From an optimization exercise on the open Yosys and OpenROAD flow, aimed at a short achievable clock period; shortcuts taken in it are not production practice.
Only simulation tests tie the RTL to the original design; equivalence was not proved.
The clock input has no modelled driver; a real chip could not lean on it and would need a root buffer or a full tree.
Power and IR drop assume default switching activity.

## run A
## Fifo
module Fifo
(
input clk,rst, wr_en, rd_en,
input           [7:0] buf_in,
output reg      [7:0] buf_out,
output          [7:0] fifo_counter,
output          buf_empty,
output reg      buf_full
);
Size in the first run: roughly 1500 cells after synthesis, roughly 570 flip-flops, roughly 30 I/O pins, ~25000 sq um of cells after synthesis.
export LEC_CHECK = 0
export ABC_CLOCK_PERIOD_IN_PS = 1000
export CAP_MARGIN = 20
export CORE_MARGIN = 2
export CORE_UTILIZATION = 65
export SETUP_SLACK_MARGIN = 2.7
export SLEW_MARGIN = 20
export TNS_END_PERCENT = 5
create_clock -name core_clock -period 4.0 [get_ports {clk}]
standard.sh (not shown) runs the stock make flow with config.mk's settings and CLKGATE_MAP_FILE= SYNTH_SCRIPT=/design/flow/synth_recipe.tcl, a recipe that flattens the netlist after the stock synthesis.
==> flow/flow/run.sh <==
#!/bin/bash
# The standard layout (standard.sh), except that the clock tree is built
# by flow/mycts.tcl (hooked in through ORFS's PRE_CTS_TCL): the clock port
# drives MY_CTS_COLS clkbuf_16 roots, each driving MY_CTS_ROWS clkbuf_16
# leaves, each driving an equal group of nearby flip-flops.
set -euo pipefail
export PRE_CTS_TCL=$PWD/flow/pre_cts.tcl
export MY_CTS_COLS=4
export MY_CTS_ROWS=8
bash standard.sh > standard.log 2>&1
==> flow/flow/mycts.tcl <==
proc my_clock_tree {ncol nrow} {
  set block [ord::get_db_block]
  set db [ord::get_db]
  set master [$db findMaster sky130_fd_sc_hd__clkbuf_16]
  set clk [$block findNet clk]
  set sinks {}
  foreach it [$clk getITerms] {
    set inst [$it getInst]
    set bb [$inst getBBox]
    set x [expr {([$bb xMin] + [$bb xMax]) / 2}]
    set y [expr {([$bb yMin] + [$bb yMax]) / 2}]
    lappend sinks [list $x $y $it]
  }
  set n [llength $sinks]
  # columns by x, equal counts
  set sx [lsort -integer -index 0 $sinks]
  set per_col [expr {($n + $ncol - 1) / $ncol}]
  set root_i 0
  set leaf_i 0
  for {set c 0} {$c < $ncol} {incr c} {
    set col [lrange $sx [expr {$c * $per_col}] [expr {($c + 1) * $per_col - 1}]]
    if {[llength $col] == 0} continue
    set rnet [odb::dbNet_create $block "clknet_root_$c"]
    $rnet setSigType CLOCK
    set rinst [odb::dbInst_create $block $master "clkbuf_root_$c"]
    [$rinst findITerm A] connect $clk
    [$rinst findITerm X] connect $rnet
    set sy [lsort -integer -index 1 $col]
    set m [llength $sy]
    set per_row [expr {($m + $nrow - 1) / $nrow}]
    set lx 0; set ly 0; set nl 0
    for {set r 0} {$r < $nrow} {incr r} {
      set grp [lrange $sy [expr {$r * $per_row}] [expr {($r + 1) * $per_row - 1}]]
      if {[llength $grp] == 0} continue
      set lnet [odb::dbNet_create $block "clknet_leaf_${c}_$r"]
      $lnet setSigType CLOCK
      set linst [odb::dbInst_create $block $master "clkbuf_leaf_${c}_$r"]
      [$linst findITerm A] connect $rnet
      [$linst findITerm X] connect $lnet
      set gx 0; set gy 0
      foreach s $grp {
        lassign $s x y it
        $it disconnect
        $it connect $lnet
        set gx [expr {$gx + $x}]; set gy [expr {$gy + $y}]
      }
      set gx [expr {$gx / [llength $grp]}]
      set gy [expr {$gy / [llength $grp]}]
      $linst setLocation $gx $gy
      $linst setPlacementStatus PLACED
      set lx [expr {$lx + $gx}]; set ly [expr {$ly + $gy}]; incr nl
    }
    $rinst setLocation [expr {$lx / $nl}] [expr {$ly / $nl}]
    $rinst setPlacementStatus PLACED
  }
  $clk setSigType CLOCK
  puts "my_clock_tree: $n sinks, $ncol roots, $ncol x $nrow leaves"
}
Other scripts of this flow, unchanged in this note and not shown: flow/flow/pre_cts.tcl
Run A completed; timing, DRC and antenna clean
Here is what was changed in the inputs of run B compared with run A.
# run A
export LEC_CHECK = 0
export ABC_CLOCK_PERIOD_IN_PS = 1000
export CAP_MARGIN = 20
export CORE_MARGIN = 2
export CORE_UTILIZATION = 65
export SETUP_SLACK_MARGIN = 2.7
export SLEW_MARGIN = 20
export TNS_END_PERCENT = 5
create_clock -name core_clock -period 4.0 [get_ports {clk}]
# run B
export LEC_CHECK = 0
export ABC_CLOCK_PERIOD_IN_PS = 1000
export CAP_MARGIN = 20
export CORE_MARGIN = 2
export CORE_UTILIZATION = 65
export SETUP_SLACK_MARGIN = 2.35
export SLEW_MARGIN = 20
export TNS_END_PERCENT = 100
create_clock -name core_clock -period 4.0 [get_ports {clk}]
### Flow results
- Run B against run A; last weighted congestion value of the routability-driven placer is down slightly.
- Area of the multi-input gates of run B falls short of that of run A slightly.
- In run B the first-iteration detailed-routing DRC count turned out 19% higher than in run A.
- Run A → run B: switching share of power about even; combinational group share of total power decreased by 0.9 points relative to the old numbers; wire length fell 0.94%; global-route usage flat; sequential cell area level.
- Worst slack on hold paths: run A vs run B — no meaningful difference
- Final area ends up higher on run A.
- On global-route wire length before repair, run A and run B are basically level.
> inputs changed (run B -> run C)
# run B
export LEC_CHECK = 0
export ABC_CLOCK_PERIOD_IN_PS = 1000
export CAP_MARGIN = 20
export CORE_MARGIN = 2
export CORE_UTILIZATION = 65
export SETUP_SLACK_MARGIN = 2.35
export SLEW_MARGIN = 20
export TNS_END_PERCENT = 100
create_clock -name core_clock -period 4.0 [get_ports {clk}]
# run C
export LEC_CHECK = 0
export ABC_CLOCK_PERIOD_IN_PS = 1000
export CAP_MARGIN = 20
export CORE_MARGIN = 2
export CORE_UTILIZATION = 65
export SETUP_SLACK_MARGIN = 2.7
export SLEW_MARGIN = 20
export TNS_END_PERCENT = 5
create_clock -name core_clock -period 4.0 [get_ports {clk}]
==> flow/flow/run.sh <==
#!/bin/bash
# The standard layout (standard.sh), except that:
# - the clock tree is built by flow/mycts.tcl (hooked in through ORFS's
#   PRE_CTS_TCL): the clock port drives MY_CTS_COLS roots, each driving
#   MY_CTS_ROWS leaves, each driving an equal group of nearby flip-flops;
# - the port buffers that ORFS adds to every input and output are
#   buf_6 instead of the smallest buffer;
# - timing repair may resize a cell to one of another footprint
#   (MATCH_CELL_FOOTPRINT=0; the platform sets 1).
# Everything standard.sh runs logs to standard.log and ORFS's own logs.
set -euo pipefail
export PRE_CTS_TCL=$PWD/flow/pre_cts.tcl
export MY_CTS_COLS=4
export MY_CTS_ROWS=8
export MY_CTS_ROOT_CELL=sky130_fd_sc_hd__buf_16
export MY_CTS_LEAF_CELL=sky130_fd_sc_hd__clkbuf_16
export BUFFER_PORTS_ARGS="-buffer_cell sky130_fd_sc_hd__buf_6"
bash standard.sh MATCH_CELL_FOOTPRINT=0 finish > standard.log 2>&1
diff --git a/flow/flow/mycts.tcl b/flow/flow/mycts.tcl
--- a/flow/flow/mycts.tcl
+++ b/flow/flow/mycts.tcl
@@ -4 +4,6 @@
-  set master [$db findMaster sky130_fd_sc_hd__clkbuf_16]
+  set rcell sky130_fd_sc_hd__clkbuf_16
+  set lcell sky130_fd_sc_hd__clkbuf_16
+  if {[info exists ::env(MY_CTS_ROOT_CELL)]} { set rcell $::env(MY_CTS_ROOT_CELL) }
+  if {[info exists ::env(MY_CTS_LEAF_CELL)]} { set lcell $::env(MY_CTS_LEAF_CELL) }
+  set rmaster [$db findMaster $rcell]
+  set lmaster [$db findMaster $lcell]
@@ -25 +30 @@
-    set rinst [odb::dbInst_create $block $master "clkbuf_root_$c"]
+    set rinst [odb::dbInst_create $block $rmaster "clkbuf_root_$c"]
@@ -37 +42 @@
-      set linst [odb::dbInst_create $block $master "clkbuf_leaf_${c}_$r"]
+      set linst [odb::dbInst_create $block $lmaster "clkbuf_leaf_${c}_$r"]
### Flow results
- Run C against run B: cell-internal power rose 1.3%, final routed wirelength across all metal layers fell 240 um.
- Run C leaves less setup margin than run B.
What run D does differently from run C at the input level:
# run C
export LEC_CHECK = 0
export ABC_CLOCK_PERIOD_IN_PS = 1000
export CAP_MARGIN = 20
export CORE_MARGIN = 2
export CORE_UTILIZATION = 65
export SETUP_SLACK_MARGIN = 2.7
export SLEW_MARGIN = 20
export TNS_END_PERCENT = 5
create_clock -name core_clock -period 4.0 [get_ports {clk}]
# run D
export LEC_CHECK = 0
export ABC_CLOCK_PERIOD_IN_PS = 1000
export CAP_MARGIN = 20
export CORE_MARGIN = 2
export CORE_UTILIZATION = 65
export SETUP_SLACK_MARGIN = 2.45
export SLEW_MARGIN = 20
export TNS_END_PERCENT = 30
create_clock -name core_clock -period 4.0 [get_ports {clk}]
==> flow/flow/run.sh <==
#!/bin/bash
# The standard layout (standard.sh), except that the clock tree is built
# by flow/mycts.tcl (hooked in through ORFS's PRE_CTS_TCL): the clock port
# drives MY_CTS_COLS clkbuf_16 roots, each driving MY_CTS_ROWS clkbuf_16
# leaves, each driving an equal group of nearby flip-flops.
set -euo pipefail
export PRE_CTS_TCL=$PWD/flow/pre_cts.tcl
export MY_CTS_COLS=4
export MY_CTS_ROWS=8
bash standard.sh > standard.log 2>&1
diff --git a/flow/flow/mycts.tcl b/flow/flow/mycts.tcl
--- a/flow/flow/mycts.tcl
+++ b/flow/flow/mycts.tcl
@@ -4,6 +4 @@
-  set rcell sky130_fd_sc_hd__clkbuf_16
-  set lcell sky130_fd_sc_hd__clkbuf_16
-  if {[info exists ::env(MY_CTS_ROOT_CELL)]} { set rcell $::env(MY_CTS_ROOT_CELL) }
-  if {[info exists ::env(MY_CTS_LEAF_CELL)]} { set lcell $::env(MY_CTS_LEAF_CELL) }
-  set rmaster [$db findMaster $rcell]
-  set lmaster [$db findMaster $lcell]
+  set master [$db findMaster sky130_fd_sc_hd__clkbuf_16]
@@ -30 +25 @@
-    set rinst [odb::dbInst_create $block $rmaster "clkbuf_root_$c"]
+    set rinst [odb::dbInst_create $block $master "clkbuf_root_$c"]
@@ -42 +37 @@
-      set linst [odb::dbInst_create $block $lmaster "clkbuf_leaf_${c}_$r"]
+      set linst [odb::dbInst_create $block $master "clkbuf_leaf_${c}_$r"]
==> notes.md <==
In the metrics for run D and run C, the one carrying the higher internal portion of total power is run C.
Compound-gate portion of the synthesized area: run D vs run C identical
Compared to run C, the router laid down more metal wire for run D.
In every run of this note, the design's own scripts or RTL, not TritonCTS, make the clock network.

[static timing again, ports no longer ideal]
In the flow no input, the clock included, has a driving cell. The finished layouts below were timed again as built, in two steps. Step 1 sets driving cells, clkbuf_16 on the clock port and buf_2 on the other inputs (assumed; they add their load-dependent delay and slew). Step 2 moves the port delays by t, midway between the first and last clock arrival at a register: inputs arrive t later, outputs are due t later. That takes back most of the time a late clock gives input paths. a / b / c = ideal / step 1 / step 2; a / b = the first two.
| run | t, ns | setup slack, ns | latest minus earliest clock arrival (ns) |
|---|---|---|---|
| run A | 0.441 | 2.240 / 2.150 / 1.859 | 0.013 / 0.013 |
| run B | 0.442 | 2.290 / 2.198 / 1.871 | 0.015 / 0.016 |
| run C | 0.436 | 2.247 / 2.171 / 1.735 | 0.015 / 0.014 |
| run D | 0.443 | 2.193 / 2.103 / 1.876 | 0.012 / 0.012 |
After both steps every run listed still meets setup and hold. The setup slack of run C, which loses most, moves by -0.076 ns with the drivers and by -0.512 ns with both steps.
